Context: an optimization exercise on an open-source flow, tuned for small area. The choices shown serve that exercise and are no tape-out recipe. RTL that was checked went through simulation tests only; none was proved equivalent to the original. The RTL of run 6 was laid out without a check of its function. No activity file was given, so power comes from the tool's default toggle rates.

[design/flow/flow/run.sh]
#!/bin/bash
# Standard ORFS flow with these layout choices changed:
#  - synthesis keeps the (combinational) submodules apart while ABC maps
#    them, then flattens as usual; all registers are in the top module, and
#    flip-flops are mapped before ABC runs, so the registers are the standard
#    synthesis's;
#  - ABC maps with an area-oriented script (flow/abc_area.script);
#  - ports are buffered with the smallest buffer, sky130_fd_sc_hd__buf_1;
#  - the clock tree uses small clock buffers and no dummy loads.
set -euo pipefail
W=$PWD
rm -rf "$W/scripts_area"
cp -r "$FLOW_HOME/scripts" "$W/scripts_area"
cp "$W/flow/abc_area.script" "$W/scripts_area/abc_area.script"
ARGS=(
  "SCRIPTS_DIR=$W/scripts_area"
  "ABC_AREA=1"
  "SYNTH_HIERARCHICAL=1"
  "SYNTH_MINIMUM_KEEP_SIZE=0"
  "BUFFER_PORTS_ARGS=-buffer_cell sky130_fd_sc_hd__buf_1"
  "CTS_ARGS=-sink_clustering_enable -repair_clock_nets -buf_list {sky130_fd_sc_hd__clkbuf_4 sky130_fd_sc_hd__clkbuf_8} -dont_use_dummy_load"
)
bash standard.sh "${ARGS[@]}" synth > "$W/synth.log" 2>&1
bash standard.sh "${ARGS[@]}" finish > "$W/layout.log" 2>&1
[design/flow/flow/abc_area.script]
strash
dch
amap
strash
dch
amap
strash
dch
amap
[design/flow/standard.sh]
#!/bin/bash
# synth_recipe.tcl (not shown) runs the flow's synth.tcl, then flattens the netlist and writes it again
# the make line also repeats each setting of config.mk as NAME=value (left out here)
make -C /OpenROAD-flow-scripts/flow DESIGN_CONFIG=/design/flow/config.mk WORK_HOME=/design/flow/orfs CLKGATE_MAP_FILE= SYNTH_SCRIPT=/design/flow/synth_recipe.tcl "${@:-finish}"
[design/flow/config.mk]
export PLATFORM = sky130hd
export DESIGN_NAME = spi_trx
export DESIGN_NICKNAME = spi_trx
export VERILOG_FILES = /design/flow/design.v
export SDC_FILE = /design/flow/constraint.sdc
export NUM_CORES = 4
export LEC_CHECK = 0
export CAP_MARGIN = 20
export CORE_MARGIN = 2
export CORE_UTILIZATION = 40
export SLEW_MARGIN = 20
[design/flow/constraint.sdc]
create_clock -name core_clock -period 5.0 [get_ports {clk}]
set_input_delay 1.0000 -clock core_clock [delete_from_list [all_inputs] [get_ports {clk}]]
set_output_delay 1.0000 -clock core_clock [all_outputs]
set_load 0.01 [all_outputs]
[design/flow/design.v]
module spi_crc_bit (
    input  wire init,
    input  wire ld,
    input  wire hold,
    input  wire prev,
    input  wire self,
    input  wire poly,
    input  wire fb,
    output wire d
);
assign d = init | (ld & (prev ^ (poly & fb))) | (hold & self);
endmodule
module spi_ao3 (
    input  wire a, sa,
    input  wire b, sb,
    input  wire c, sc,
    output wire y
);
assign y = (a & sa) | (b & sb) | (c & sc);
endmodule
module spi_ao4 (
    input  wire a, sa,
    input  wire b, sb,
    input  wire c, sc,
    input  wire d, sd,
    output wire y
);
assign y = (a & sa) | (b & sb) | (c & sc) | (d & sd);
endmodule
module spi_ao5 (
    input  wire a, sa,
    input  wire b, sb,
    input  wire c, sc,
    input  wire d, sd,
    input  wire e, se,
    output wire y
);
assign y = (a & sa) | (b & sb) | (c & sc) | (d & sd) | (e & se);
endmodule
module spi_trx (
    input  wire        clk,
    input  wire        rst_n,
    input  wire [1:0]  df,
    input  wire [12:0] spi_tnum_max,
    input  wire        lsbf,
    input  wire        crc_en,
    input  wire        rxonly,
    input  wire [31:0] crc_poly,
    input  wire [31:0] spi_tx_data,
    output reg  [31:0] tx_crc_data_out,
    output wire        tx_start,
    output reg         tx_num_max_en,
    output reg         tx_crc_en,
    output wire        shift_out,
    input  wire        shift_in,
    output reg  [31:0] rx_crc_data_out,
    output reg  [31:0] spi_rx_data,
    output reg         rx_num_max_en,
    output reg         rx_crc_en,
    output wire        rx_busy
);
genvar g;
wire w8  = (df == 2'b00);
wire w16 = (df == 2'b01);
wire w32 = df[1];
reg  [4:0] cnt;
wire       cnt0 = (cnt == 5'd0);
wire       last = (&cnt[2:0]) & (w8 | (cnt[3] & (w16 | cnt[4])));
wire [4:0] cnt_c = {&cnt[3:0], &cnt[2:0], &cnt[1:0], cnt[0], 1'b1};
wire [4:0] cnt_inc = cnt ^ cnt_c;
wire [4:0] cnt_nx = {cnt_inc[4] & w32, cnt_inc[3] & ~w8, cnt_inc[2:0]};
always @(posedge clk or negedge rst_n) begin
    if (!rst_n)
        cnt <= 5'd0;
    else
        cnt <= cnt_nx;
end
assign rx_busy  = ~cnt0;
assign tx_start = ~rxonly & (cnt == 5'd2);
wire tcnt0 = cnt0 | rxonly;
reg  [12:0] ncnt;
wire        nclr = ~rxonly & ~crc_en;
wire        ninc = cnt0 & ~rx_num_max_en;
wire [13:0] ncy;
wire [12:0] ncnt_pre;
wire [13:0] gcy;
assign ncy[0] = ninc;
assign gcy[0] = 1'b0;
generate
    for (g = 0; g < 13; g = g + 1) begin : ncnt_bit
        assign ncy[g + 1]  = ncy[g] & ncnt[g];
        assign ncnt_pre[g] = ~nclr & (ncnt[g] ^ ncy[g]);
        assign gcy[g + 1]  = (~ncnt_pre[g] & spi_tnum_max[g]) |
                             ((~ncnt_pre[g] | spi_tnum_max[g]) & gcy[g]);
    end
endgenerate
always @(posedge clk or negedge rst_n) begin
    if (!rst_n)
        ncnt <= 13'h0;
    else
        ncnt <= ncnt_pre;
end
wire max0 = (spi_tnum_max == 13'h0);
wire rx_max_pre = ~gcy[13];
wire tx_max_pre = rxonly ? max0 : rx_max_pre;
wire rx_crc_pre = crc_en & ((rx_num_max_en & cnt0) | rx_crc_en);
wire tx_crc_pre = crc_en & ((tx_num_max_en & tcnt0) | tx_crc_en);
always @(posedge clk or negedge rst_n) begin
    if (!rst_n) begin
        rx_num_max_en <= 1'b0;
        tx_num_max_en <= 1'b0;
        rx_crc_en     <= 1'b0;
        tx_crc_en     <= 1'b0;
    end
    else begin
        rx_num_max_en <= rx_max_pre;
        tx_num_max_en <= tx_max_pre;
        rx_crc_en     <= rx_crc_pre;
        tx_crc_en     <= tx_crc_pre;
    end
end
wire [31:0] tsr;
wire        tx_on = ~rxonly;
wire        ld_c  = tx_on & cnt0 & crc_en & tx_num_max_en;
wire        ld_d  = tx_on & cnt0 & ~(crc_en & tx_num_max_en);
wire        sh_r  = tx_on & ~cnt0 & lsbf;
wire        sh_l  = tx_on & ~cnt0 & ~lsbf;
wire [31:0] tsr_pre;
generate
    for (g = 0; g < 32; g = g + 1) begin : tx_next
        if (g == 0)
            spi_ao3 u_sel (.a(tx_crc_data_out[g]), .sa(ld_c), .b(spi_tx_data[g]), .sb(ld_d),
                           .c(tsr[g + 1]), .sc(sh_r), .y(tsr_pre[g]));
        else if (g == 31)
            spi_ao3 u_sel (.a(tx_crc_data_out[g]), .sa(ld_c), .b(spi_tx_data[g]), .sb(ld_d),
                           .c(tsr[g - 1]), .sc(sh_l), .y(tsr_pre[g]));
        else
            spi_ao4 u_sel (.a(tx_crc_data_out[g]), .sa(ld_c), .b(spi_tx_data[g]), .sb(ld_d),
                           .c(tsr[g + 1]), .sc(sh_r), .d(tsr[g - 1]), .sd(sh_l), .y(tsr_pre[g]));
    end
endgenerate
reg        ts0, ts7, ts15, ts31;
reg [5:0]  ts1_6;
reg [6:0]  ts8_14;
reg [14:0] ts16_30;
assign tsr = {ts31, ts16_30, ts15, ts8_14, ts7, ts1_6, ts0};
always @(posedge clk or negedge rst_n) begin
    if (!rst_n) begin
        ts0  <= 1'b0;
        ts7  <= 1'b0;
        ts15 <= 1'b0;
        ts31 <= 1'b0;
    end
    else begin
        ts0  <= tsr_pre[0];
        ts7  <= tsr_pre[7];
        ts15 <= tsr_pre[15];
        ts31 <= tsr_pre[31];
    end
end
always @(posedge clk) begin
    ts1_6   <= tsr_pre[6:1];
    ts8_14  <= tsr_pre[14:8];
    ts16_30 <= tsr_pre[30:16];
end
assign shift_out = lsbf ? tsr[0] : w8 ? tsr[7] : w16 ? tsr[15] : tsr[31];
wire   tx_bit    = lsbf ? tsr_pre[0] : w8 ? tsr_pre[7] : w16 ? tsr_pre[15] : tsr_pre[31];
reg  [31:1] rsr;
wire [31:0] din = {shift_in, rsr[31:1]};
always @(posedge clk)
    rsr <= din[31:1];
wire [31:0] rdata;
wire r_l8  = last & lsbf & w8;
wire r_l16 = last & lsbf & w16;
wire r_l32 = last & lsbf & w32;
wire r_m8  = last & ~lsbf;
wire r_m16 = last & ~lsbf & ~w8;
wire r_m32 = last & ~lsbf & w32;
wire r_h   = ~last;
generate
    for (g = 0; g < 32; g = g + 1) begin : rx_next
        if (g < 8)
            spi_ao5 u_sel (.a(din[g + 24]), .sa(r_l8), .b(din[g + 16]), .sb(r_l16),
                           .c(din[g]), .sc(r_l32), .d(din[31 - g]), .sd(r_m8),
                           .e(spi_rx_data[g]), .se(r_h), .y(rdata[g]));
        else if (g < 16)
            spi_ao4 u_sel (.a(din[g + 16]), .sa(r_l16), .b(din[g]), .sb(r_l32),
                           .c(din[31 - g]), .sc(r_m16), .d(spi_rx_data[g]), .sd(r_h),
                           .y(rdata[g]));
        else
            spi_ao3 u_sel (.a(din[g]), .sa(r_l32), .b(din[31 - g]), .sb(r_m32),
                           .c(spi_rx_data[g]), .sc(r_h), .y(rdata[g]));
    end
endgenerate
always @(posedge clk or negedge rst_n) begin
    if (!rst_n)
        spi_rx_data <= 32'h0;
    else
        spi_rx_data <= rdata;
end
wire init    = ~crc_en;
wire tx_v    = crc_en & ~tx_crc_pre;
wire rx_v    = crc_en & ~rx_crc_pre;
wire [31:0] tx_ld = {{16{tx_v & w32}}, {8{tx_v & ~w8}}, {8{tx_v}}};
wire [31:0] rx_ld = {{16{rx_v & w32}}, {8{rx_v & ~w8}}, {8{rx_v}}};
wire tx_top = w8 ? tx_crc_data_out[7] : w16 ? tx_crc_data_out[15] : tx_crc_data_out[31];
wire rx_top = w8 ? rx_crc_data_out[7] : w16 ? rx_crc_data_out[15] : rx_crc_data_out[31];
wire tx_fb  = tx_top ^ tx_bit;
wire rx_fb  = rx_top ^ shift_in;
wire [31:0] tx_crc_nx, rx_crc_nx;
wire [31:0] tx_prev = {tx_crc_data_out[30:0], tx_bit};
wire [31:0] rx_prev = {rx_crc_data_out[30:0], shift_in};
generate
    for (g = 0; g < 32; g = g + 1) begin : crc_next
        spi_crc_bit u_tx (.init(init), .ld(tx_ld[g]), .hold(~tx_v), .prev(tx_prev[g]),
                          .self(tx_crc_data_out[g]), .poly(crc_poly[g]),
                          .fb(g == 0 ? tx_top : tx_fb), .d(tx_crc_nx[g]));
        spi_crc_bit u_rx (.init(init), .ld(rx_ld[g]), .hold(~rx_v), .prev(rx_prev[g]),
                          .self(rx_crc_data_out[g]), .poly(crc_poly[g]),
                          .fb(g == 0 ? rx_top : rx_fb), .d(rx_crc_nx[g]));
    end
endgenerate
always @(posedge clk or negedge rst_n) begin
    if (!rst_n) begin
        tx_crc_data_out <= 32'hffff_ffff;
        rx_crc_data_out <= 32'hffff_ffff;
    end
    else begin
        tx_crc_data_out <= tx_crc_nx;
        rx_crc_data_out <= rx_crc_nx;
    end
end
endmodule
==> results of run 1 <==
## modules after synthesis (local to each module, per instance)
module	flip-flops and latches	area (um2)	times used
spi_trx	181	5110	1
spi_ao4	0	17.5	38
spi_ao3	0	13.8	18
spi_crc_bit	0	21.3	64
spi_ao5	0	21.3	8
## path summary, 6_finish.rpt
path | start | end | slack [ns] | cells after the start
worst max-delay path | cnt[0] | tx_num_max_en | 0.71 | 25
worst min-delay path | rsr[6] | rsr[5] | 0.37 | 0
worst max register to register | cnt[0] | tx_num_max_en | 0.71 | 25
worst min register to register | rsr[6] | rsr[5] | 0.37 | 0
max in group asynchronous | rst_n | rx_crc_data_out[8] | 3.44 | 2
min in group asynchronous | rst_n | spi_rx_data[2] | 0.69 | 1
## power by group through the flow
stage	sequential [W]	combinational [W]	clock (W)
3_3_place_gp	0.00172	0.000432	0
6_report	0.00169	0.000436	0.000768
3_5_place_dp	0.00172	0.000435	0
2_1_floorplan	0.00173	0.000206	0
4_1_cts	0.00169	0.000437	0.000788
5_1_grt	0.00171	0.000485	0.000852
## metrics by stage
stage | util | setup slack [ns] | hold slack, ns | power [W]
3_3_place_gp | 0.471 | 0.679 | 0.361 | 0.00215
3_5_place_dp | 0.471 | 0.553 | 0.363 | 0.00215
5_1_grt | 0.485 | 0.350 | 0.363 | 0.00305
2_1_floorplan | - | 0.689 | 0.350 | 0.00193
6_report | 0.485 | 0.706 | 0.367 | 0.00290
4_1_cts | 0.483 | 0.683 | 0.363 | 0.00292
## metal layers
metal / GRT usage / part of all wire / vias to the layer above
met3: 0.0462 / 0.073 / 20
met4: 0.0526 / 0.011 / 2
met1: 0.326 / 0.45 / 3322
li1: - / - / 3255
met2: 0.351 / 0.46 / 270
met5: 0 / 0.00057 / -
## worst max-delay path: stages, from the launching register on
cell and delay, ns:
dfrtp_1 0.36, clkinv_1 0.10, ha_1 0.20, nand4_1 0.24, nor2_1 0.08, ha_1 0.20, ha_1 0.18, ha_1 0.18
ha_1 0.18, ha_1 0.18, ha_1 0.17, ha_1 0.18, ha_1 0.18, ha_1 0.26, o21ai_0 0.14, a222oi_1 0.40
nor2_1 0.08, a21oi_1 0.12, nor2_1 0.06, o21a_1 0.09, a21oi_1 0.11, nor2_1 0.05, a21oi_1 0.11, nor2_1 0.05
a21oi_1 0.16, a32o_1 0.15
## area by class of cell
cell class	instances	area (um2)
Fill cell	1785	9600
Sequential cell	181	4310
Multi-Input combinational cell	459	3110
Timing Repair Buffer	210	911
Tap cell	234	293
Clock buffer	17	234
Inverter	47	176
## synth_stat cells
cell | count | area share
nand2_1 | 92 | 0.046
a21oi_1 | 74 | 0.049
a222oi_1 | 70 | 0.093
a221o_1 | 65 | 0.086
a31oi_1 | 64 | 0.053
dfstp_2 | 64 | 0.22
dfxtp_1 | 59 | 0.16
dfrtp_1 | 58 | 0.19
clkinv_1 | 47 | 0.023
nor2_1 | 33 | 0.016
ha_1 | 16 | 0.026
o21ai_0 | 16 | 0.011
a22oi_1 | 8 | 0.0079
nor3_1 | 6 | 0.0040
nand3_1 | 3 | 0.0020
a211oi_1 | 2 | 0.0020
nor2b_1 | 2 | 0.0017
a32o_1 | 1 | 0.0013
and3_1 | 1 | 0.00083
nand4_1 | 1 | 0.00083
nor4_1 | 1 | 0.00083
o21a_1 | 1 | 0.00099
o221ai_1 | 1 | 0.0012
o22a_1 | 1 | 0.0012
or2_0 | 1 | 0.00083
## state kept, by name (all words and copies together) (netlist names)
register,count
ts8_14,7
ts31,1
rx_num_max_en,1
spi_rx_data,32
rx_crc_en,1
ts15,1
tx_crc_en,1
tx_num_max_en,1
ts1_6,6
tx_crc_data_out,32
ts16_30,15
ts7,1
cnt,5
rsr,31
rx_crc_data_out,32
ncnt,13
ts0,1
## cells by family (layout without fill, tap and decap cells)
kind of cell,after synthesis,after routing,synth area share
buffers and inverters,47,274,0.0234
and+or+nand+nor,140,140,0.0730
AOI/OAI and AO/OA,303,303,0.306
adders and majority gates,16,16,0.0265
DFF,181,181,0.571
==> qor.csv, run 1 <==
stage,metric,value,unit
cts,root_buffer,clkbuf_8,
drt,wl_per_cell,19.7,um
timing,finClkSkew,0.0400,ns
floorplan,die_x,141,um
timing,max_freq,0.233,GHz
cts,hold_buffers,0,
global_routing,antenna_found_initial,1,
setup_path,cp-start-kind,flip-flop,
power,p_switching,0.000840,W
cts,cts_setup_buffers,0,
layout,layout_commonest_cell,buf_1,
place,dpl.cell_count,1130,
worst_hold_path,hp-class,reg -> reg,
global_routing,grt.total_usage,0.226,
place,gp_congestion,0.791,
timing,hold_viol_final,0,
cts,clkTransAtPathRegs,0.11,ns
layout,layout_common_cells,"buf_1, nand2_1, a21oi_1, a222oi_1, a221o_1",
global_routing,grt_first_pass_wirelength,35.5,mm
power,internal_power,0.00206,W
setup_path,worstSetupPathType,reg -> reg,
setup_path,required,5.38,ns
cts,clkSinkCount,181,
setup_path,cp-end-kind,flip-flop,
floorplan,dieArea,20000,um2
floorplan,std_cell_rows,50,
layout,drive_gt1_frac,0.123,
cts,clk_latency,0.47,ns
drt,viasPerCell,5.98,
floorplan,die_h,141,um
cts,cts_inserted_buffers,17,
synth,syn_nets,788,
floorplan,num_io_pins,188,
synth,syn_avg_cell_area,11.0,um2
timing,setup_violations,0,
cts,htreeDepth,4,
drt,ant_nets,0,
timing,worstMarginPinSlew,1.06,ns
cts,ctsResizeCount,0,
timing,tns,0,ns
timing,final.period_utilization,0.859,
timing,finalCriticalPeriod,4.29,ns
place,dp.final_hpwl,15.4,mm
synth,seq_area_frac_synth,0.571,
power,seqPwrFrac,0.584,
synth,ys_ff_latch,181,
drt,dr.pass1.iters,9,
timing,rsz0062_at_grt,false,
status,outcome,timing/DRC/antenna clean,
layout,final_cells,1148,
power,switching_share,0.290,
place,io_buffers,187,
timing,max_slew_margin,0.289,
power,ir_drop,0.000224,V
floorplan,start_util,0.405,
floorplan,core_area,18600,um2
setup_path,crit_fanout,5,
timing,slew_viol_final,0,
drt,routed-via-count,6869,
setup_path,cp.arrival,4.68,ns
synth,synth_cells,687,
place,place_area,8780,um2
drt,drc,0,
layout,area_delta_synth_final,19.7,%
power,powerDensity,320,nW/um2
global_routing,grt_max_degree,66,
synth,syn_area,7550,um2
cts,cts_tree,done,
layout,stdcell_area,9040,um2
run,maxCapViolations,0,
synth,ys_types,25,
global_routing,grt_overflow,0,
cts,clock_tree.buffer_depth,2,
layout,fin_nets,1017,
drt,drt-initial-drc-count,754,
power,leakage,3.68,nW
power,clkPwrFrac,0.265,
global_routing,first_global_vias,6296,
synth,yosys_warnings,7,
layout,num_antenna_cells,0,
power,p_comb_frac,0.150,
drt,wirelength,22.6,mm
==> run 2: changes to the inputs <==
--- a/design/flow/design.v
+++ b/design/flow/design.v
@@ -49,7 +49,7 @@
     input  wire [31:0] spi_tx_data,
     output reg  [31:0] tx_crc_data_out,
     output wire        tx_start,
-    output reg         tx_num_max_en,
+    output wire        tx_num_max_en,
     output reg         tx_crc_en,
     output wire        shift_out,
     input  wire        shift_in,
@@ -102,19 +102,17 @@
 end
 wire max0 = (spi_tnum_max == 13'h0);
 wire rx_max_pre = ~gcy[13];
-wire tx_max_pre = rxonly ? max0 : rx_max_pre;
+assign tx_num_max_en = rx_num_max_en & (~rxonly | max0);
 wire rx_crc_pre = crc_en & ((rx_num_max_en & cnt0) | rx_crc_en);
 wire tx_crc_pre = crc_en & ((tx_num_max_en & tcnt0) | tx_crc_en);
 always @(posedge clk or negedge rst_n) begin
     if (!rst_n) begin
         rx_num_max_en <= 1'b0;
-        tx_num_max_en <= 1'b0;
         rx_crc_en     <= 1'b0;
         tx_crc_en     <= 1'b0;
     end
     else begin
         rx_num_max_en <= rx_max_pre;
-        tx_num_max_en <= tx_max_pre;
         rx_crc_en     <= rx_crc_pre;
         tx_crc_en     <= tx_crc_pre;
     end
==> design/flow/config.mk (replaced) <==
export PLATFORM = sky130hd
export DESIGN_NAME = spi_trx
export DESIGN_NICKNAME = spi_trx
export VERILOG_FILES = /design/flow/design.v
export SDC_FILE = /design/flow/constraint.sdc
export NUM_CORES = 4
export LEC_CHECK = 0
export CAP_MARGIN = 5
export CORE_MARGIN = 2
export CORE_UTILIZATION = 60
export SLEW_MARGIN = 5
==> run 2 against run 1 <==
First-iteration DRC count is 27% higher. Sequential share of layout area is 0.56 points higher. Critical path depth is 9 lower. Register-to-register slack better by 0.13 ns. Routed wire length is 4.5% lower. Clock power is 3.0% lower. Die area is 33% lower. Synthesized cell count is 0.15% lower. Worst setup slack worse by 0.027 ns. Combinational power hardly changed. Largest power group unchanged.
==> qor.csv, run 2 <==
stage,metric,value,unit,change
status,outcome,timing/DRC/antenna clean,,
timing,worstMarginPinSlew,1.30,ns,+0.242 ns
synth,synth.area.mux_share,0,,unchanged
floorplan,dieArea,13500,um2,-33%
synth,seq_area_frac_synth,0.570,,-0.00124
global_routing,first_global_vias,6572,,+4.4%
drt,routed-via-count,7110,,+3.5%
timing,tns,0,ns,unchanged
layout,layout_commonest_cell,buf_1,,
synth,synth_top_area_frac,0.223,,+0.000814
layout,top_regs,"rx_crc_data_out x32, spi_rx_data x32, tx_crc_data_out x32",,
worst_hold_path,hp-class,reg -> reg,,
synth,synthSimpleGateAreaFrac,0.0725,,-0.000564
worst_hold_path,hold_path_startpoint,rsr[2],,
power,internal_power,0.00204,W,-0.64%
setup_path,path_buf_inv,4,,+3
global_routing,grt_first_pass_wirelength,33.6,mm,-5.3%
power,clkPwrFrac,0.260,,-0.005
layout,layout_common_cells,"buf_1, nand2_1, a21oi_1, a222oi_1, a221o_1",,
cts,hold_buffers,0,,unchanged
layout,area_delta_synth_final,18.0,%,
setup_path,path_cells,"buf_1, or4_1, nor4_1, o21ai_0, clkinv_1, a21oi_2, a222oi_1, clkinv_1, a222oi_1, a21oi_1, nand2_1, o21ai_4, buf_4, a21oi_1, a31oi_1, a221o_1",,
setup_path,cp_num_cells,16,,-36%
synth,ys_ff_latch,180,,-0.55%
layout,drive_gt1_frac,0.122,,-0.000694
global_routing,grt.total_usage,0.322,,+0.0962
synth,ys_types,24,,-4.0%
setup_path,cp-start-kind,primary input,,
global_routing,use_met1,0.420,,+0.0937
timing,slew_viol_final,0,,unchanged
timing,fin_ws,0.679,ns,-0.0272 ns
global_routing,grt_use_met3,0.0617,,+0.0155
setup_path,crit_fanout,38,,+33
setup_path,cp-end-kind,flip-flop,,
setup_path,required,5.38,ns,about the same
drt,wl_per_cell,20.0,um,+1.6%
setup_path,cp_top_family,compound AO/OA/AOI/OAI gates,,
drt,viasPerCell,6.59,,+10%
cts,clock_tree.buffer_depth,2,,unchanged
layout,num_antenna_cells,0,,unchanged
drt,drt-initial-drc-count,954,,+27%
place,gp_congestion,0.832,,+5.1%
global_routing,antenna_found_initial,0,,-1
power,p_comb_frac,0.151,,about the same
drt,ant_nets,0,,unchanged
synth,ys_top_cells_by_count,"nand2_1, a21oi_1, a222oi_1",,
setup_path,critPathMaxStageDelay,0.52,ns,+0.12 ns
synth,syn_avg_cell_area,11.0,um2,-0.22%
floorplan,start_util,0.621,,+0.216
cts,htreeDepth,4,,unchanged
setup_path,cp-startpoint,spi_tnum_max[2],,
cts,clkTransAtPathRegs,0.09,ns,-0.02 ns
setup_path,cpMaxStageDelayCell,or4_1,,
timing,final.period_utilization,0.864,,+0.00544
synth,synth_edf_count,0,,unchanged
place,dp.final_hpwl,14.6,mm,-4.9%
synth,synth_cells,686,,-0.15%
synth,synth_compound_area_frac,0.307,,+0.00112
global_routing,grt_max_degree,75,,+14%
synth,syn_nets,787,,-0.13%
power,leakage,3.64,nW,-1.1%
floorplan,die_x,116,um,-18%
timing,hold_viol_final,0,,unchanged
drt,dr.pass1.iters,9,,unchanged
layout,fin_nets,1014,,-0.29%
timing,setup_violations,0,,unchanged
power,seqPwrFrac,0.588,,+0.004
synth,async_flop_share,0.672,,-0.00181
power,switching_share,0.286,,-0.00408
timing,finClkSkew,0.0208,ns,-0.0193 ns
setup_path,cp.arrival,4.70,ns,+0.02 ns
cts,ctsResizeCount,0,,unchanged
power,ir_drop,0.000251,V,+12%
global_routing,grtUsageMet2,0.544,,+0.193
place,place_worst_setup_slack,0.342,ns,-0.212 ns
run,maxCapViolations,0,,unchanged
cts,cts_inserted_buffers,17,,unchanged
synth,yosysMostFrequentCell,nand2_1,,
timing,max_slew_margin,0.127,,-0.162
setup_path,ff2ff_path_depth,24,,-4.0%
synth,yosys.area.top_type,dfstp_2,,
cts,clkSinkCount,180,,-0.55%
floorplan,num_io_pins,188,,unchanged
place,io_buffers,187,,unchanged
timing,max_freq,0.231,GHz,-0.63%
worst_hold_path,holdPathStages,0,,unchanged
power,p_switching,0.000818,W,-2.6%
synth,synth_xor_xnor_area_share,0,,unchanged
drt,drc,0,,unchanged
setup_path,worstSetupPathType,in -> reg,,
cts,clk_latency,0.47,ns,about the same
cts,cts_tree,done,,
synth,synth_top_family_by_area,compound AO/OA/AOI/OAI gates,,
setup_path,reg2reg_from,cnt[0],,
synth,synthFlopType,dfstp_2,,
floorplan,std_cell_rows,40,,-20%
synth,yosys_warnings,7,,unchanged
global_routing,grt_overflow,0,,unchanged
cts,cts_setup_buffers,0,,unchanged
cts,root_buffer,clkbuf_8,,
power,powerDensity,322,nW/um2,+0.53%
global_routing,grt-busiest-layer,met2,,
synth,syn_area,7530,um2,-0.36%
floorplan,core_area,12100,um2,-35%
synth,synthTopCellsByArea,"dfstp_2, dfrtp_1, dfxtp_1",,
drt,wirelength,21.6,mm,-4.5%
synth,yosys.area_share.adder,0.0266,,+0.0000969
floorplan,die_h,116,um,-18%
timing,finalCriticalPeriod,4.32,ns,+0.0272 ns
timing,rsz0062_at_grt,false,,
## run 2: metrics by stage
step | util | instance area [um2] | hold slack (ns) | instances | power (W)
after floorplan | - | 7550 | 0.350 | 686 | 0.00193
after global placement | 0.714 | 8650 | 0.359 | 1062 | 0.00212
after detailed placement | 0.714 | 8650 | 0.361 | 1062 | 0.00214
after CTS | 0.733 | 8880 | 0.377 | 1079 | 0.00287
after global routing | 0.733 | 8880 | 0.383 | 1079 | 0.00299
final | 0.733 | 8880 | 0.377 | 1079 | 0.00286
## run 2: worst paths after layout
kind,endpoint,slack (ns)
worst max-delay path,tx_crc_data_out[20],0.68
worst min-delay path,rsr[1],0.38
worst max register to register,rx_num_max_en,0.84
worst min register to register,rsr[1],0.38
max in group asynchronous,rx_crc_data_out[31],3.23
min in group asynchronous,spi_rx_data[0],0.76
## run 2: logic make-up (layout without fill, tap and decap cells)
logic type / after synthesis / count (layout)
buf+inv: 48 / 273
fa+ha+maj: 16 / 16
simple gates: 138 / 138
flops: 180 / 180
compound gates: 304 / 304
## run 2: metal layers
layer / vias to the layer above / wire [um] / part of all wire
li1: 3243 / - / -
met1: 3521 / 8730 / 0.40
met2: 322 / 10900 / 0.50
met3: 24 / 1660 / 0.077
met4: 0 / 315 / 0.015
met5: - / 0 / 0
## run 2: per-module statistics from Yosys (local to each module, per instance)
module	copies in the design	cells inside	cell area, um2	flops+latches
spi_ao3	18	2	13.8	0
spi_trx	1	320	5080	180
spi_ao4	38	3	17.5	0
spi_crc_bit	64	3	21.3	0
spi_ao5	8	3	21.3	0
## run 2: final cells by class
class	instances	area, um2
Sequential cell	180	4290
Timing Repair Buffer	208	863
Fill cell	961	3230
Multi-Input combinational cell	458	3110
Tap cell	168	210
Clock buffer	17	234
Inverter	48	180
## run 2: power groups by stage
| stage | registers (W) | logic, W | clock network, W |
|---|---|---|---|
| 3_5_place_dp | 0.00171 | 0.000430 | 0 |
| 5_1_grt | 0.00170 | 0.000480 | 0.000810 |
| 2_1_floorplan | 0.00172 | 0.000207 | 0 |
| 6_report | 0.00168 | 0.000433 | 0.000745 |
| 4_1_cts | 0.00168 | 0.000431 | 0.000758 |
| 3_3_place_gp | 0.00170 | 0.000414 | 0 |
## run 2: worst register-to-register path, stage by stage, from the launching register on
cell      delay, ns
dfrtp_1        0.36
clkinv_1       0.11
ha_1           0.22
nand4_1        0.19
nor2_1         0.07
ha_1           0.20
ha_1           0.20
ha_1           0.19
ha_1           0.18
ha_1           0.18
ha_1           0.18
ha_1           0.19
ha_1           0.18
ha_1           0.26
o21ai_0        0.15
a222oi_1       0.41
nor2_1         0.08
a21oi_1        0.12
nor2_1         0.06
o21a_1         0.09
a21oi_1        0.12
nor2_1         0.06
a21oi_1        0.11
nor2_1         0.05
a21oi_1        0.12
==> run 3: changes to the inputs <==
--- a/design/flow/config.mk
+++ b/design/flow/config.mk
@@ -7,5 +7,5 @@
 export LEC_CHECK = 0
 export CAP_MARGIN = 5
 export CORE_MARGIN = 2
-export CORE_UTILIZATION = 60
+export CORE_UTILIZATION = 40
 export SLEW_MARGIN = 5
==> run 3 against run 2 <==
Still clean. Die area grew 48%. Sequential cell count is the same. Synthesized area is the same. Clock power grew 0.7%. Utilization shrank 25 points. Final cell count grew 6.5%. Critical endpoint is now tx_crc_data_out[9].
==> qor.csv, run 3 <==
stage,metric,value,unit,change
cts,ctsResizeCount,0,,unchanged
power,powerDensity,319,nW/um2,-1.1%
layout,area_delta_synth_final,19.6,%,
floorplan,dieArea,19900,um2,+48%
cts,hold_buffers,0,,unchanged
global_routing,grt_first_pass_wirelength,34.9,mm,+3.8%
layout,final_cells,1149,,+6.5%
setup_path,crit_fanout,62,,+63%
timing,tns,0,ns,unchanged
synth,synth_top_area_frac,0.223,,unchanged
place,dp.final_hpwl,15.5,mm,+5.8%
worst_hold_path,holdPathEnd,rsr[14],,
timing,rsz0062_at_grt,false,,
setup_path,cp-start-kind,primary input,,
setup_path,r2r-end,rx_num_max_en,,
floorplan,num_io_pins,188,,unchanged
layout,drive_gt1_frac,0.125,,+0.00302
setup_path,rrSetupSlack,0.91,ns,+0.07 ns
synth,synthFlopType,dfstp_2,,
floorplan,start_util,0.405,,-0.216
place,io_buffers,187,,unchanged
global_routing,first_global_vias,6360,,-3.2%
synth,ys_top_cells_by_count,"nand2_1, a21oi_1, a222oi_1",,
worst_hold_path,hold_path_startpoint,rsr[15],,
timing,finClkSkew,0.0485,ns,+0.0278 ns
timing,hold_viol_final,0,,unchanged
place,place_area,8760,um2,+1.3%
setup_path,cp-end-kind,flip-flop,,
synth,syn_avg_cell_area,11.0,um2,unchanged
worst_hold_path,holdPathStages,0,,unchanged
timing,final.period_utilization,0.845,,-0.0193
synth,seq_area_frac_synth,0.570,,unchanged
setup_path,required,5.34,ns,-0.04 ns
setup_path,reg2reg_from,cnt[0],,
timing,setup_violations,0,,unchanged
layout,stdcell_area,9000,um2,+1.3%
drt,dr.pass1.iters,9,,unchanged
timing,finalCriticalPeriod,4.22,ns,-0.0963 ns
timing,max_slew_margin,0.251,,+0.124
cts,htreeDepth,4,,unchanged
synth,ys_ff_latch,180,,unchanged
cts,cts_inserted_buffers,17,,unchanged
cts,cts_tree,done,,
drt,wirelength,22.3,mm,+3.0%
timing,slew_viol_final,0,,unchanged
layout,layout_commonest_cell,buf_1,,
layout,fill_cells,1762,,+83%
place,dpl.cell_count,1130,,+6.4%
setup_path,worstSetupPathType,in -> reg,,
floorplan,core_area,18600,um2,+53%
timing,max_freq,0.237,GHz,+2.3%
floorplan,std_cell_rows,50,,+25%
layout,fin_nets,1016,,+0.20%
setup_path,ff2ff_path_depth,24,,unchanged
power,ir_drop,0.000252,V,+0.28%
power,leakage,3.65,nW,+0.42%
layout,top_regs,"rx_crc_data_out x32, spi_rx_data x32, tx_crc_data_out x32",,
synth,yosys_warnings,7,,unchanged
synth,syn_nets,787,,unchanged
drt,drt-initial-drc-count,698,,-27%
drt,routed-via-count,6884,,-3.2%
cts,clk_latency,0.46,ns,about the same
cts,root_buffer,clkbuf_8,,
timing,worstMarginPinSlew,1.12,ns,-0.185 ns
synth,synthTopCellsByArea,"dfstp_2, dfrtp_1, dfxtp_1",,
drt,wl_per_cell,19.4,um,-3.3%
cts,clkTransAtPathRegs,0.10,ns,about the same
worst_hold_path,hp-class,reg -> reg,,
synth,ys_types,24,,unchanged
synth,synth_cells,686,,unchanged
synth,synth_edf_count,0,,unchanged
status,outcome,timing/DRC/antenna clean,,
timing,whs,0.356,ns,-0.0210 ns
global_routing,grt_max_degree,67,,-11%
cts,clock_tree.buffer_depth,2,,unchanged
floorplan,die_x,141,um,+22%
drt,viasPerCell,5.99,,-9.1%
synth,syn_area,7530,um2,unchanged
floorplan,die_h,141,um,+22%
synth,yosysMostFrequentCell,nand2_1,,
cts,cts_setup_buffers,0,,unchanged
cts,clkSinkCount,180,,unchanged
drt,ant_nets,0,,unchanged
place,gp_congestion,0.789,,-5.1%
run,maxCapViolations,0,,unchanged
global_routing,grt.total_usage,0.221,,-0.101
power,power,0.00287,W,+0.23%
global_routing,antenna_found_initial,2,,+2
layout,layout_common_cells,"buf_1, nand2_1, a21oi_1, a222oi_1, a221o_1",,
drt,drc,0,,unchanged
global_routing,grt_overflow,0,,unchanged
synth,yosys.area.top_type,dfstp_2,,
synth,async_flop_share,0.672,,unchanged
setup_path,cp.arrival,4.56,ns,-0.14 ns
==> run 3: cell counts after synthesis <==
No cell type changed its count.
==> run 3: cell families after synthesis <==
group,share of synthesized area
fa+ha+maj,0.0266
flops,0.570
compound gates,0.307
buf+inv,0.0239
simple gates,0.0725
==> run 3: worst max path at each step <==
stage	start	cells after the start	endpoint
floorplan	spi_tnum_max[12]	14	tx_crc_data_out[10]
global placement	spi_tnum_max[7]	16	tx_crc_data_out[11]
detailed placement	spi_tnum_max[7]	16	tx_crc_data_out[13]
CTS	spi_tnum_max[7]	16	tx_crc_data_out[9]
global route	cnt[0]	24	rx_num_max_en
finish	spi_tnum_max[7]	16	tx_crc_data_out[9]
==> run 3: stage by stage <==
stage | setup slack [ns] | utilization
after floorplan | 0.108 | -
final | 0.776 | 0.484
after global routing | 0.494 | 0.484
after detailed placement | 0.361 | 0.472
after CTS | 0.808 | 0.484
after global placement | 0.436 | 0.472
==> run 3: Yosys stat by module, one instance, submodules excluded <==
module	flip-flops and latches	area [um2]	cells
spi_crc_bit	0	21.3	3
spi_ao5	0	21.3	3
spi_trx	180	5080	320
spi_ao3	0	13.8	2
spi_ao4	0	17.5	3
==> run 3: area by class of cell <==
type	count	area (um2)	area share
inverters	48	180	0.0200
flip-flops and latches	180	4290	0.477
well taps	234	293	0.0325
clock buffers	17	234	0.0260
multi-input cells	458	3110	0.345
diodes	2	5.00	0.000556
repair buffers	210	891	0.0990
==> run 3: layer usage <==
| metal | vias to the layer above | GRT usage | wire, um |
|---|---|---|---|
| met5 | - | 0 | 0 |
| met4 | 0 | 0.0495 | 235 |
| met3 | 17 | 0.0547 | 1710 |
| met2 | 279 | 0.353 | 10400 |
| li1 | 3253 | - | - |
| met1 | 3335 | 0.305 | 9880 |
==> run 3: worst max-delay path, stage by stage <==
cell,delay [ns]
buf_1,0.13
nor4_1,0.07
nand2_1,0.07
nor4_1,0.05
o21ai_0,0.37
clkinv_1,0.21
a21oi_2,0.71
a222oi_1,0.25
nand2_1,0.14
a222oi_1,0.09
a21oi_1,0.41
nand2_1,0.16
o21ai_4,0.11
buf_12,0.27
a31oi_1,0.12
a221o_1,0.36
==> run 3: power breakdown <==
group          switching [W]  internal, W
sequential          0.000104      0.00158
clock               0.000449     0.000301
combinational       0.000269     0.000161
total               0.000821      0.00205
==> run 4: changes to the inputs <==
==> design/flow/config.mk (replaced) <==
export PLATFORM = sky130hd
export DESIGN_NAME = spi_trx
export DESIGN_NICKNAME = spi_trx
export VERILOG_FILES = /design/flow/design.v
export SDC_FILE = /design/flow/constraint.sdc
export NUM_CORES = 4
export LEC_CHECK = 0
export CAP_MARGIN = 0
export CORE_MARGIN = 2
export CORE_UTILIZATION = 60
export SLEW_MARGIN = 0
==> run 4 against run 3 <==
Design area is 1.3% lower. Combinational power hardly changed. Maximum frequency is 2.2% lower. Largest cell class unchanged. Sequential share of layout area is 0.63 points higher. Worst setup slack worse by 0.096 ns. Critical path type unchanged. Total power is 0.23% lower. Clock power is 0.7% lower. Synthesized cell count stayed put. Synthesized area stayed put. Still clean.
==> qor.csv, run 4 <==
stage,metric,value,unit,change
floorplan,core_area,12100,um2,-35%
layout,drive_gt1_frac,0.122,,-0.00302
setup_path,reg2reg_from,cnt[0],,
synth,seq_area_frac_synth,0.570,,unchanged
global_routing,grt_max_degree,75,,+12%
layout,layout_commonest_cell,buf_1,,
cts,clock_tree.buffer_depth,2,,unchanged
drt,drc,0,,unchanged
synth,yosys_warnings,7,,unchanged
setup_path,cp_top_family,compound AO/OA/AOI/OAI gates,,
setup_path,required,5.38,ns,+0.04 ns
setup_path,cp_num_cells,16,,unchanged
setup_path,cp.arrival,4.70,ns,+0.14 ns
global_routing,first_global_vias,6572,,+3.3%
synth,synth_cells,686,,unchanged
global_routing,grt.total_usage,0.322,,+0.101
setup_path,ff2ff_path_depth,24,,unchanged
synth,async_flop_share,0.672,,unchanged
setup_path,crit_fanout,38,,-39%
synth,ys_ff_latch,180,,unchanged
synth,syn_avg_cell_area,11.0,um2,unchanged
worst_hold_path,hp-class,reg -> reg,,
place,gp_congestion,0.832,,+5.4%
drt,wirelength,21.6,mm,-2.9%
synth,ys_top_cells_by_count,"nand2_1, a21oi_1, a222oi_1",,
synth,synth_top_area_frac,0.223,,unchanged
drt,wl_per_cell,20.0,um,+3.4%
power,leakage,3.64,nW,-0.42%
setup_path,cp-end-kind,flip-flop,,
setup_path,r2r-end,rx_num_max_en,,
layout,num_antenna_cells,0,,-2
timing,final.period_utilization,0.864,,+0.0193
floorplan,num_io_pins,188,,unchanged
drt,top_layer,met4,,
floorplan,start_util,0.621,,+0.216
setup_path,worstSetupPathType,in -> reg,,
synth,yosys.area.top_type,dfstp_2,,
layout,area_delta_synth_final,18.0,%,
timing,hold_viol_final,0,,unchanged
setup_path,rrSetupSlack,0.84,ns,-0.07 ns
status,outcome,timing/DRC/antenna clean,,
timing,whs,0.377,ns,+0.0210 ns
cts,ctsResizeCount,0,,unchanged
timing,slew_viol_final,0,,unchanged
synth,synth_edf_count,0,,unchanged
synth,syn_nets,787,,unchanged
timing,rsz0062_at_grt,false,,
setup_path,cp-startpoint,spi_tnum_max[2],,
cts,clkSinkCount,180,,unchanged
cts,cts_tree,done,,
timing,worstMarginPinSlew,1.30,ns,+0.185 ns
synth,yosysMostFrequentCell,nand2_1,,
setup_path,cp-start-kind,primary input,,
timing,finClkSkew,0.0208,ns,-0.0278 ns
floorplan,die_x,116,um,-18%
drt,wl_met1,8.73,mm,-12%
synth,ys_types,24,,unchanged
floorplan,std_cell_rows,40,,-20%
drt,ant_nets,0,,unchanged
cts,clk_latency,0.47,ns,about the same
drt,viasPerCell,6.59,,+10%
drt,drt-initial-drc-count,954,,+37%
drt,routed-via-count,7110,,+3.3%
cts,htreeDepth,4,,unchanged
timing,max_freq,0.231,GHz,-2.2%
drt,wl_met2,10.9,mm,+4.5%
layout,layout_common_cells,"buf_1, nand2_1, a21oi_1, a222oi_1, a221o_1",,
drt,met3RoutedLength,1.66,mm,-2.5%
layout,top_regs,"rx_crc_data_out x32, spi_rx_data x32, tx_crc_data_out x32",,
place,dp.final_hpwl,14.6,mm,-5.5%
drt,dr.pass1.iters,9,,unchanged
timing,setup_violations,0,,unchanged
setup_path,crit_path_end,tx_crc_data_out[20],,
power,powerDensity,322,nW/um2,+1.1%
synth,synthFlopType,dfstp_2,,
place,io_buffers,187,,unchanged
timing,finalCriticalPeriod,4.32,ns,+0.0963 ns
setup_path,path_buf_inv,4,,+1
cts,hold_buffers,0,,unchanged
power,ir_drop,0.000251,V,-0.28%
global_routing,grt_overflow,0,,unchanged
synth,synthTopCellsByArea,"dfstp_2, dfrtp_1, dfxtp_1",,
cts,clkTransAtPathRegs,0.09,ns,about the same
floorplan,die_h,116,um,-18%
run,maxCapViolations,0,,unchanged
synth,syn_area,7530,um2,unchanged
cts,cts_setup_buffers,0,,unchanged
global_routing,grt_first_pass_wirelength,33.6,mm,-3.7%
setup_path,cpMaxStageDelayCell,or4_1,,
timing,max_slew_margin,0.127,,-0.124
cts,cts_inserted_buffers,17,,unchanged
global_routing,antenna_found_initial,0,,-2
setup_path,path_cells,"buf_1, or4_1, nor4_1, o21ai_0, clkinv_1, a21oi_2, a222oi_1, clkinv_1, a222oi_1, a21oi_1, nand2_1, o21ai_4, buf_4, a21oi_1, a31oi_1, a221o_1",,
layout,fin_nets,1014,,-0.20%
cts,root_buffer,clkbuf_8,,
setup_path,critPathMaxStageDelay,0.52,ns,-0.19 ns
timing,tns,0,ns,unchanged
floorplan,dieArea,13500,um2,-32%
-- run 4: worst min-delay path by stage --
stage | from | endpoint | depth (start not counted)
global placement | rsr[9] | rsr[8] | 0
global route | rsr[14] | rsr[13] | 0
finish | rsr[2] | rsr[1] | 0
floorplan | rsr[11] | rsr[10] | 0
CTS | rsr[16] | rsr[15] | 0
detailed placement | rsr[10] | rsr[9] | 0
-- run 4: cell type report --
| type | count | area (um2) |
|---|---|---|
| Fill cell | 961 | 3230 |
| Timing Repair Buffer | 208 | 863 |
| Inverter | 48 | 180 |
| Clock buffer | 17 | 234 |
| Multi-Input combinational cell | 458 | 3110 |
| Tap cell | 168 | 210 |
| Sequential cell | 180 | 4290 |
-- run 4: metal layers --
layer	vias up	track usage
met3	24	0.0617
met1	3521	0.420
met5	-	0
li1	3243	-
met2	322	0.544
met4	0	0.110
-- run 4: where the power goes --
group	internal, W	switching (W)	leakage [nW]
combinational	0.000159	0.000274	1.59
clock	0.000300	0.000445	0.122
sequential	0.00158	0.0000994	1.93
total	0.00204	0.000818	3.64
-- run 4: Yosys stat by module, one instance, submodules excluded --
module | cell area, um2 | copies in the design | cells
spi_trx | 5080 | 1 | 320
spi_ao5 | 21.3 | 8 | 3
spi_crc_bit | 21.3 | 64 | 3
spi_ao4 | 17.5 | 38 | 3
spi_ao3 | 13.8 | 18 | 2
-- run 4: kinds of logic (layout without fill, tap and decap cells) --
family	count (synthesis)	count (layout)	synth area share
compound gates	304	304	0.307
fa+ha+maj	16	16	0.0266
buf+inv	48	273	0.0239
flops	180	180	0.570
simple gates	138	138	0.0725
-- run 4: through the flow --
stage,total power [W],util,setup WS [ns],instances,instance area (um2)
final,0.00286,0.733,0.679,1079,8880
after global routing,0.00299,0.733,0.477,1079,8880
after CTS,0.00287,0.733,0.821,1079,8880
after detailed placement,0.00214,0.714,0.342,1062,8650
after global placement,0.00212,0.714,0.490,1062,8650
after floorplan,0.00193,-,0.108,686,7550
==> run 5: changes to the inputs <==
--- a/design/flow/design.v
+++ b/design/flow/design.v
@@ -137,39 +137,32 @@
                            .c(tsr[g + 1]), .sc(sh_r), .d(tsr[g - 1]), .sd(sh_l), .y(tsr_pre[g]));
     end
 endgenerate
-reg        ts0, ts7, ts15, ts31;
-reg [5:0]  ts1_6;
-reg [6:0]  ts8_14;
-reg [14:0] ts16_30;
-assign tsr = {ts31, ts16_30, ts15, ts8_14, ts7, ts1_6, ts0};
-always @(posedge clk or negedge rst_n) begin
-    if (!rst_n) begin
-        ts0  <= 1'b0;
-        ts7  <= 1'b0;
-        ts15 <= 1'b0;
-        ts31 <= 1'b0;
-    end
-    else begin
-        ts0  <= tsr_pre[0];
-        ts7  <= tsr_pre[7];
-        ts15 <= tsr_pre[15];
-        ts31 <= tsr_pre[31];
-    end
-end
-always @(posedge clk) begin
-    ts1_6   <= tsr_pre[6:1];
-    ts8_14  <= tsr_pre[14:8];
-    ts16_30 <= tsr_pre[30:16];
-end
-assign shift_out = lsbf ? tsr[0] : w8 ? tsr[7] : w16 ? tsr[15] : tsr[31];
-wire   tx_bit    = lsbf ? tsr_pre[0] : w8 ? tsr_pre[7] : w16 ? tsr_pre[15] : tsr_pre[31];
+reg [31:0] tsr_q;
+assign tsr = tsr_q;
+always @(posedge clk)
+    tsr_q <= tsr_pre;
+wire tx_bit = lsbf ? tsr_pre[0] : w8 ? tsr_pre[7] : w16 ? tsr_pre[15] : tsr_pre[31];
+reg so;
+always @(posedge clk or negedge rst_n) begin
+    if (!rst_n)
+        so <= 1'b0;
+    else
+        so <= tx_bit;
+end
+assign shift_out = so;
 reg  [31:1] rsr;
-wire [31:0] din = {shift_in, rsr[31:1]};
+wire [31:0] din;
+assign din[31]    = shift_in;
+assign din[30:16] = rsr[31:17];
+assign din[15]    = (lsbf & w16) ? shift_in : rsr[16];
+assign din[14:8]  = rsr[15:9];
+assign din[7]     = (lsbf & w8) ? shift_in : rsr[8];
+assign din[6:0]   = rsr[7:1];
 always @(posedge clk)
     rsr <= din[31:1];
 wire [31:0] rdata;
-wire r_l8  = last & lsbf & w8;
-wire r_l16 = last & lsbf & w16;
+wire r_l   = last & lsbf;
+wire r_l16 = last & lsbf & ~w8;
 wire r_l32 = last & lsbf & w32;
 wire r_m8  = last & ~lsbf;
 wire r_m16 = last & ~lsbf & ~w8;
@@ -178,13 +171,11 @@
 generate
     for (g = 0; g < 32; g = g + 1) begin : rx_next
         if (g < 8)
-            spi_ao5 u_sel (.a(din[g + 24]), .sa(r_l8), .b(din[g + 16]), .sb(r_l16),
-                           .c(din[g]), .sc(r_l32), .d(din[31 - g]), .sd(r_m8),
-                           .e(spi_rx_data[g]), .se(r_h), .y(rdata[g]));
+            spi_ao3 u_sel (.a(din[g]), .sa(r_l), .b(din[31 - g]), .sb(r_m8),
+                           .c(spi_rx_data[g]), .sc(r_h), .y(rdata[g]));
         else if (g < 16)
-            spi_ao4 u_sel (.a(din[g + 16]), .sa(r_l16), .b(din[g]), .sb(r_l32),
-                           .c(din[31 - g]), .sc(r_m16), .d(spi_rx_data[g]), .sd(r_h),
-                           .y(rdata[g]));
+            spi_ao3 u_sel (.a(din[g]), .sa(r_l16), .b(din[31 - g]), .sb(r_m16),
+                           .c(spi_rx_data[g]), .sc(r_h), .y(rdata[g]));
         else
             spi_ao3 u_sel (.a(din[g]), .sa(r_l32), .b(din[31 - g]), .sb(r_m32),
                            .c(spi_rx_data[g]), .sc(r_h), .y(rdata[g]));
--- a/design/flow/config.mk
+++ b/design/flow/config.mk
@@ -5,7 +5,7 @@
 export SDC_FILE = /design/flow/constraint.sdc
 export NUM_CORES = 4
 export LEC_CHECK = 0
-export CAP_MARGIN = 0
+export CAP_MARGIN = 5
 export CORE_MARGIN = 2
 export CORE_UTILIZATION = 60
-export SLEW_MARGIN = 0
+export SLEW_MARGIN = 5
==> run 5 against run 4 <==
Highest routed layer unchanged. Final cell count shrank 1.7%. Global-route usage decreased by 1.3 points. First-iteration DRC count fell by 13%.
==> qor.csv, run 5 <==
stage,metric,value,unit,change
status,outcome,timing/DRC/antenna clean,,
drt,drt-initial-drc-count,826,,-13%
cts,clk_latency,0.45,ns,-0.02 ns
setup_path,critPathMaxStageDelay,0.45,ns,-0.07 ns
setup_path,cp-end-kind,flip-flop,,
setup_path,crit_fanout,62,,+63%
place,gp_congestion,0.882,,+6.1%
layout,layout_common_cells,"buf_1, a21oi_1, a222oi_1, nand2_1",,
cts,clkSinkCount,181,,+0.56%
synth,syn_nets,775,,-1.5%
global_routing,first_global_vias,6313,,-3.9%
synth,yosys.area.top_type,dfstp_2,,
power,leakage,3.56,nW,-2.2%
drt,routed-via-count,6850,,-3.7%
synth,synth_top_family_by_area,compound AO/OA/AOI/OAI gates,,
timing,finClkSkew,0.0251,ns,+0.00435 ns
floorplan,dieArea,13300,um2,-1.1%
synth,yosys.area_share.adder,0.0269,,+0.000295
setup_path,required,5.36,ns,-0.02 ns
setup_path,cp.arrival,4.51,ns,-0.19 ns
timing,final.period_utilization,0.829,,-0.0352
setup_path,cpMaxStageDelayCell,a21oi_1,,
place,io_buffers,187,,unchanged
layout,drive_gt1_frac,0.119,,-0.00314
cts,ctsResizeCount,0,,unchanged
floorplan,std_cell_rows,40,,unchanged
timing,slew_viol_final,0,,unchanged
global_routing,grt_first_pass_wirelength,32.2,mm,-4.1%
cts,htreeDepth,4,,unchanged
place,dp.final_hpwl,13.7,mm,-6.3%
drt,dr.pass1.iters,13,,+4
synth,yosys_warnings,7,,unchanged
layout,area_delta_synth_final,17.8,%,
drt,ant_nets,0,,unchanged
drt,drc,0,,unchanged
place,place_area,8540,um2,-1.3%
setup_path,cp-start-kind,primary input,,
floorplan,num_io_pins,188,,unchanged
timing,hold_viol_final,0,,unchanged
timing,tns,0,ns,unchanged
synth,ys_top_cells_by_count,"a21oi_1, a222oi_1, clkinv_1, nand2_1, a221o_1",,
synth,synth_edf_count,0,,unchanged
synth,yosysMostFrequentCell,a21oi_1,,
floorplan,start_util,0.617,,-0.00427
run,maxCapViolations,0,,unchanged
cts,cts_tree,done,,
synth,ys_ff_latch,181,,+0.56%
timing,worstMarginPinSlew,1.29,ns,-0.0127 ns
layout,fin_nets,996,,-1.8%
layout,layout_commonest_cell,buf_1,,
synth,ys_types,21,,-13%
synth,synth_top_area_frac,0.226,,+0.00248
setup_path,path_cells,"buf_1, nor4_1, nand3_1, nor3_1, o21ai_0, nor3_4, buf_4, a222oi_1, nand2_1, a222oi_1, a21oi_1, nand2_1, o21ai_4, buf_12, a31oi_1, a221o_1",,
synth,seq_area_frac_synth,0.577,,+0.00699
synth,synth.area.mux_share,0,,unchanged
global_routing,grt.total_usage,0.309,,-0.0131
drt,wirelength,20.3,mm,-6.1%
synth,syn_area,7440,um2,-1.1%
synth,synth_xor_xnor_area_share,0,,unchanged
synth,synth_compound_area_frac,0.301,,-0.00617
timing,setup_violations,0,,unchanged
drt,viasPerCell,6.46,,-2.0%
power,powerDensity,327,nW/um2,+1.6%
setup_path,path_buf_inv,3,,-1
layout,final_cells,1061,,-1.7%
worst_hold_path,hp-class,reg -> reg,,
setup_path,cp_top_family,compound AO/OA/AOI/OAI gates,,
cts,clock_tree.buffer_depth,2,,unchanged
cts,cts_setup_buffers,0,,unchanged
synth,synthTopCellsByArea,"dfstp_2, dfrtp_1, dfxtp_1",,
place,dpl.cell_count,1044,,-1.7%
cts,cts_inserted_buffers,17,,unchanged
global_routing,grt_max_degree,74,,-1.3%
synth,syn_avg_cell_area,11.0,um2,+0.66%
cts,hold_buffers,0,,unchanged
cts,root_buffer,clkbuf_8,,
cts,clkTransAtPathRegs,0.10,ns,about the same
synth,synthFlopType,dfstp_2,,
timing,rsz0062_at_grt,false,,
timing,max_freq,0.241,GHz,+4.2%
synth,synth_cells,674,,-1.7%
layout,stdcell_area,8770,um2,-1.2%
floorplan,die_x,115,um,-0.53%
power,ir_drop,0.000257,V,+2.1%
global_routing,grt_overflow,0,,unchanged
global_routing,antenna_found_initial,0,,unchanged
synth,synthSimpleGateAreaFrac,0.0620,,-0.0105
synth,async_flop_share,0.652,,-0.0203
layout,num_antenna_cells,0,,unchanged
drt,wl_per_cell,19.1,um,-4.5%
setup_path,worstSetupPathType,in -> reg,,
timing,finalCriticalPeriod,4.14,ns,-0.176 ns
floorplan,die_h,115,um,-0.53%
timing,max_slew_margin,0.136,,+0.00849
floorplan,core_area,12100,um2,-0.41%
-- run 5: changes by cell type in the layout (fill, tap and decap cells not counted), sizes merged, moves of 2 or more --
| cell | before | now |
|---|---|---|
| nor2 | 31 | 35 |
| o22ai | 0 | 2 |
| a21oi | 75 | 77 |
| dfxtp | 59 | 63 |
| o21ai | 17 | 14 |
| buf | 207 | 201 |
| nand2 | 93 | 66 |
| dfrtp | 57 | 54 |
| a22oi | 8 | 0 |
| clkinv | 47 | 65 |
-- run 5: metrics by stage --
step,setup slack [ns],power (W),util,hold slack [ns]
floorplan,0.0656,0.00194,-,0.350
global placement,0.608,0.00213,0.708,0.353
detailed placement,0.470,0.00215,0.708,0.361
CTS,0.895,0.00289,0.727,0.356
global route,0.446,0.00300,0.727,0.362
finish,0.855,0.00287,0.727,0.360
-- run 5: cells by family after synthesis --
| kind of cell | after synthesis |
|---|---|
| AOI/OAI and AO/OA | 295 |
| DFF | 181 |
| and+or+nand+nor | 116 |
| buffers and inverters | 66 |
| adders and majority gates | 16 |
-- run 5: power breakdown --
group          switching (W)  leakage, nW  internal, W
registers          0.0000996         1.92      0.00160
logic               0.000275         1.52     0.000159
clock network       0.000439        0.122     0.000301
-- run 5: path summary, 6_finish.rpt --
check                                      end             from  depth (start not counted)  slack, ns
setup / recovery           tx_crc_data_out[24]  spi_tnum_max[1]                         16       0.86
hold / removal                         rsr[23]          rsr[24]                          0       0.36
setup reg to reg                 rx_num_max_en           cnt[0]                         24       0.88
hold reg to reg                        rsr[23]          rsr[24]                          0       0.36
max in group asynchronous   tx_crc_data_out[3]            rst_n                          2       3.06
min in group asynchronous       spi_rx_data[1]            rst_n                          1       0.77
-- run 5: final cells by class --
type | instances | area, um2
well taps | 168 | 210
fillers | 941 | 3290
inverters | 66 | 248
repair buffers | 202 | 831
multi-input cells | 427 | 2960
clock buffers | 17 | 234
flip-flops and latches | 181 | 4290
-- run 5: Yosys stat by module (local to each module, per instance) --
module       times used  cells inside  flops+latches
spi_trx               1           324            181
spi_crc_bit          64             3              0
spi_ao4              30             3              0
spi_ao3              34             2              0
-- run 5: routing by layer --
layer | wire length, um | global-route usage | share of wire
met1 | 8310 | 0.415 | 0.41
met2 | 9990 | 0.504 | 0.49
met3 | 1720 | 0.0654 | 0.085
met4 | 286 | 0.0988 | 0.014
met5 | 0 | 0 | 0
==> run 6: changes to the inputs <==
--- a/design/flow/design.v
+++ b/design/flow/design.v
@@ -78,30 +78,32 @@
 assign rx_busy  = ~cnt0;
 assign tx_start = ~rxonly & (cnt == 5'd2);
 wire tcnt0 = cnt0 | rxonly;
-reg  [12:0] ncnt;
+reg         started;
+reg  [12:0] rem;
 wire        nclr = ~rxonly & ~crc_en;
 wire        ninc = cnt0 & ~rx_num_max_en;
-wire [13:0] ncy;
-wire [12:0] ncnt_pre;
-wire [13:0] gcy;
-assign ncy[0] = ninc;
-assign gcy[0] = 1'b0;
-generate
-    for (g = 0; g < 13; g = g + 1) begin : ncnt_bit
-        assign ncy[g + 1]  = ncy[g] & ncnt[g];
-        assign ncnt_pre[g] = ~nclr & (ncnt[g] ^ ncy[g]);
-        assign gcy[g + 1]  = (~ncnt_pre[g] & spi_tnum_max[g]) |
-                             ((~ncnt_pre[g] | spi_tnum_max[g]) & gcy[g]);
-    end
-endgenerate
-always @(posedge clk or negedge rst_n) begin
-    if (!rst_n)
-        ncnt <= 13'h0;
-    else
-        ncnt <= ncnt_pre;
-end
+wire        rload = nclr | ~started;
+wire        rdec = ninc & ~nclr;
+wire [12:0] rsrc = rload ? spi_tnum_max : rem;
+wire [13:0] rby;
+wire [12:0] rem_pre;
+assign rby[0] = rdec;
+generate
+    for (g = 0; g < 13; g = g + 1) begin : rem_bit
+        assign rby[g + 1] = rby[g] & ~rsrc[g];
+        assign rem_pre[g] = rsrc[g] ^ rby[g];
+    end
+endgenerate
+always @(posedge clk or negedge rst_n) begin
+    if (!rst_n)
+        started <= 1'b0;
+    else
+        started <= 1'b1;
+end
+always @(posedge clk)
+    rem <= rem_pre;
 wire max0 = (spi_tnum_max == 13'h0);
-wire rx_max_pre = ~gcy[13];
+wire rx_max_pre = max0 | (rem_pre == 13'h0);
 assign tx_num_max_en = rx_num_max_en & (~rxonly | max0);
 wire rx_crc_pre = crc_en & ((rx_num_max_en & cnt0) | rx_crc_en);
 wire tx_crc_pre = crc_en & ((tx_num_max_en & tcnt0) | tx_crc_en);
==> run 6 against run 5 <==
Sequential cell count rose by 1. Total power is 1.3% higher. Critical path type unchanged. First-iteration DRC count increased by 4.0%. Clock power down 0.5%. Synthesized cell count fell by 2.5%. Largest cell class unchanged.
==> qor.csv, run 6 <==
stage,metric,value,unit,change
cts,clock_tree.buffer_depth,2,,unchanged
global_routing,grt_first_pass_wirelength,31.6,mm,-1.9%
place,place_worst_setup_slack,0.132,ns,-0.338 ns
timing,finClkSkew,0.0308,ns,+0.00568 ns
run,maxCapViolations,0,,unchanged
synth,seq_area_frac_synth,0.580,,+0.00340
setup_path,cp.arrival,4.84,ns,+0.33 ns
synth,synth_edf_count,0,,unchanged
timing,max_slew_margin,0.189,,+0.0539
synth,syn_nets,758,,-2.2%
layout,fin_nets,981,,-1.5%
global_routing,grt_overflow,0,,unchanged
layout,num_antenna_cells,0,,unchanged
timing,finalCriticalPeriod,4.49,ns,+0.345 ns
drt,wirelength,20.1,mm,-0.79%
synth,synth_cells,657,,-2.5%
layout,layout_commonest_cell,buf_1,,
drt,ant_nets,0,,unchanged
timing,final.period_utilization,0.898,,+0.0690
synth,ys_top_cells_by_count,"dfxtp_1, a21oi_1, a222oi_1, clkinv_1, nand2_1",,
cts,root_buffer,clkbuf_8,,
global_routing,antenna_found_initial,0,,unchanged
layout,area_delta_synth_final,17.9,%,about the same
timing,rsz0062_at_grt,false,,
floorplan,start_util,0.613,,-0.00425
synth,yosys.area.top_type,dfstp_2,,
drt,dr.pass1.iters,10,,-3
synth,synth_top_area_frac,0.229,,+0.00347
layout,stdcell_area,8650,um2,-1.4%
synth,yosysMostFrequentCell,dfxtp_1,,
drt,drc,0,,unchanged
drt,wl_per_cell,19.7,um,+2.7%
cts,cts_setup_buffers,0,,unchanged
place,gp_congestion,0.836,,-5.3%
floorplan,die_x,115,um,-0.73%
cts,hold_buffers,0,,unchanged
floorplan,std_cell_rows,40,,unchanged
synth,ys_ff_latch,182,,+0.55%
status,outcome,timing/DRC/antenna clean,,
floorplan,die_h,115,um,-0.73%
cts,cts_tree,done,,
power,leakage,3.45,nW,-3.0%
setup_path,worstSetupPathType,in -> reg,,
floorplan,core_area,12000,um2,-0.83%
timing,fin_ws,0.510,ns,-0.345 ns
timing,worstMarginPinSlew,1.21,ns,-0.0806 ns
synth,yosys_warnings,7,,unchanged
power,powerDensity,336,nW/um2,+2.8%
floorplan,dieArea,13100,um2,-1.5%
cts,cts_inserted_buffers,17,,unchanged
setup_path,cp-start-kind,primary input,,
place,dp.final_hpwl,13.5,mm,-1.5%
timing,slew_viol_final,0,,unchanged
place,io_buffers,187,,unchanged
worst_hold_path,hp-class,reg -> reg,,
cts,htreeDepth,4,,unchanged
power,ir_drop,0.000255,V,-0.65%
synth,syn_area,7330,um2,-1.5%
place,place_area,8410,um2,-1.5%
synth,synthFlopType,dfxtp_1,,
cts,clkSinkCount,182,,+0.55%
timing,tns,0,ns,unchanged
timing,max_freq,0.223,GHz,-7.7%
cts,ctsResizeCount,0,,unchanged
global_routing,grt_max_degree,71,,-4.1%
timing,setup_violations,0,,unchanged
layout,final_core_util,0.723,,-0.00448
layout,drive_gt1_frac,0.122,,+0.00317
synth,syn_avg_cell_area,11.2,um2,+1.0%
synth,synthTopCellsByArea,"dfstp_2, dfxtp_1, dfrtp_1",,
global_routing,first_global_vias,6332,,+0.30%
drt,viasPerCell,6.60,,+2.2%
timing,hold_viol_final,0,,unchanged
layout,fill_cells,957,,+1.7%
global_routing,grt.total_usage,0.307,,-0.00181
setup_path,crit_fanout,62,,unchanged
cts,clk_latency,0.46,ns,about the same
drt,routed-via-count,6765,,-1.2%
synth,ys_types,22,,+4.8%
setup_path,cp-end-kind,flip-flop,,
synth,async_flop_share,0.582,,-0.0695
drt,drt-initial-drc-count,859,,+4.0%
floorplan,num_io_pins,188,,unchanged
cts,clkTransAtPathRegs,0.10,ns,about the same
layout,layout_common_cells,"buf_1, dfxtp_1, a21oi_1, nand2_1, a222oi_1",,
setup_path,required,5.35,ns,about the same
-- run 6: cell type report --
| type | instances | area (um2) | share of cell area |
|---|---|---|---|
| Clock buffer | 17 | 234 | 0.0271 |
| Inverter | 67 | 251 | 0.0291 |
| Multi-Input combinational cell | 408 | 2880 | 0.333 |
| Sequential cell | 182 | 4250 | 0.492 |
| Tap cell | 147 | 184 | 0.0213 |
| Timing Repair Buffer | 204 | 846 | 0.0978 |
-- run 6: per-module statistics from Yosys (local to each module, per instance) --
module / cells inside / copies in the design / cell area (um2) / flops+latches
spi_ao3: 2 / 34 / 13.8 / 0
spi_ao4: 3 / 30 / 17.5 / 0
spi_crc_bit: 3 / 64 / 21.3 / 0
spi_trx: 307 / 1 / 4980 / 182
-- run 6: power by group --
part           leakage, nW  internal, W  switching (W)
clock                0.122     0.000301       0.000435
combinational         1.47     0.000170       0.000286
sequential            1.86      0.00162       0.000101
-- run 6: routing by layer --
| metal | GRT usage | wire length (um) | vias up |
|---|---|---|---|
| met5 | 0 | 0 | - |
| met4 | 0.105 | 292 | 0 |
| met3 | 0.0625 | 1430 | 25 |
| met2 | 0.507 | 9920 | 297 |
| met1 | 0.406 | 8510 | 3322 |
| li1 | - | - | 3121 |
-- run 6: final timing paths --
check | slack [ns] | start | endpoint | depth (start not counted)
min in group asynchronous | 0.75 | rst_n | tx_crc_en | 1
hold / removal | 0.34 | rsr[3] | rsr[2] | 0
hold reg to reg | 0.34 | rsr[3] | rsr[2] | 0
max in group asynchronous | 3.21 | rst_n | cnt[3] | 2
setup / recovery | 0.51 | spi_tnum_max[2] | tx_crc_data_out[14] | 16
setup reg to reg | 0.83 | cnt[0] | rx_num_max_en | 19
-- run 6: critical path: stages --
cell      delay [ns]
buf_1           0.08
or4_1           0.54
nor4_1          0.40
o21ai_0         0.26
clkinv_1        0.15
a21oi_2         0.26
a222oi_1        0.37
clkinv_1        0.16
a222oi_1        0.34
a21oi_1         0.22
nand2_1         0.15
o21ai_4         0.08
buf_12          0.22
a21oi_1         0.16
a31oi_1         0.06
a221o_1         0.36
-- run 6: cell families after synthesis --
kind of cell	Yosys count	share of synthesized area
buf+inv	67	0.0343
other cells	1	0.000511
compound gates	288	0.302
flops	182	0.580
fa+ha+maj	16	0.0273
simple gates	103	0.0561
-- run 6: stage by stage --
stage	hold slack, ns	total power [W]	std cells
4_1_cts	0.353	0.00292	1025
5_1_grt	0.355	0.00304	1025
3_3_place_gp	0.353	0.00218	1008
3_5_place_dp	0.360	0.00220	1008
6_report	0.343	0.00291	1025
2_1_floorplan	0.350	0.00198	657

## what the ideal ports hide
Ports are ideal in the flow. The routed layouts listed here were re-timed in OpenROAD. Step 1, drivers: a clkbuf_16 drives clk and a buf_2 each remaining input, both assumed. Step 2, shift: input delay + t, output delay - t, t = (earliest + latest rising clock arrival at the registers) / 2. This alone moves slack from input paths to output paths. a / b / c = no drivers / after step 1 / after step 2; a / b = the first two.
| run | shift t [ns] | slack for setup (ns) | hold slack, ns | worst setup path at the end | latest minus earliest clock arrival (ns) |
|---|---|---|---|---|---|
| run 1 | 0.484 | 0.706 / 0.706 / 0.477 | 0.367 / 0.367 / 0.367 | input to register | 0.040 / 0.040 |
| run 2 | 0.493 | 0.679 / 0.695 / 0.202 | 0.377 / 0.377 / 0.377 | input to register | 0.024 / 0.024 |
| run 3 | 0.476 | 0.776 / 0.791 / 0.316 | 0.356 / 0.356 / 0.356 | input to register | 0.049 / 0.049 |
| run 4 | 0.493 | 0.679 / 0.695 / 0.202 | 0.377 / 0.377 / 0.377 | input to register | 0.024 / 0.024 |
| run 5 | 0.475 | 0.855 / 0.871 / 0.397 | 0.360 / 0.360 / 0.360 | input to register | 0.033 / 0.033 |
| run 6 | 0.483 | 0.510 / 0.529 / 0.046 | 0.343 / 0.343 / 0.343 | input to register | 0.034 / 0.033 |
After both steps every run listed still meets setup and hold.
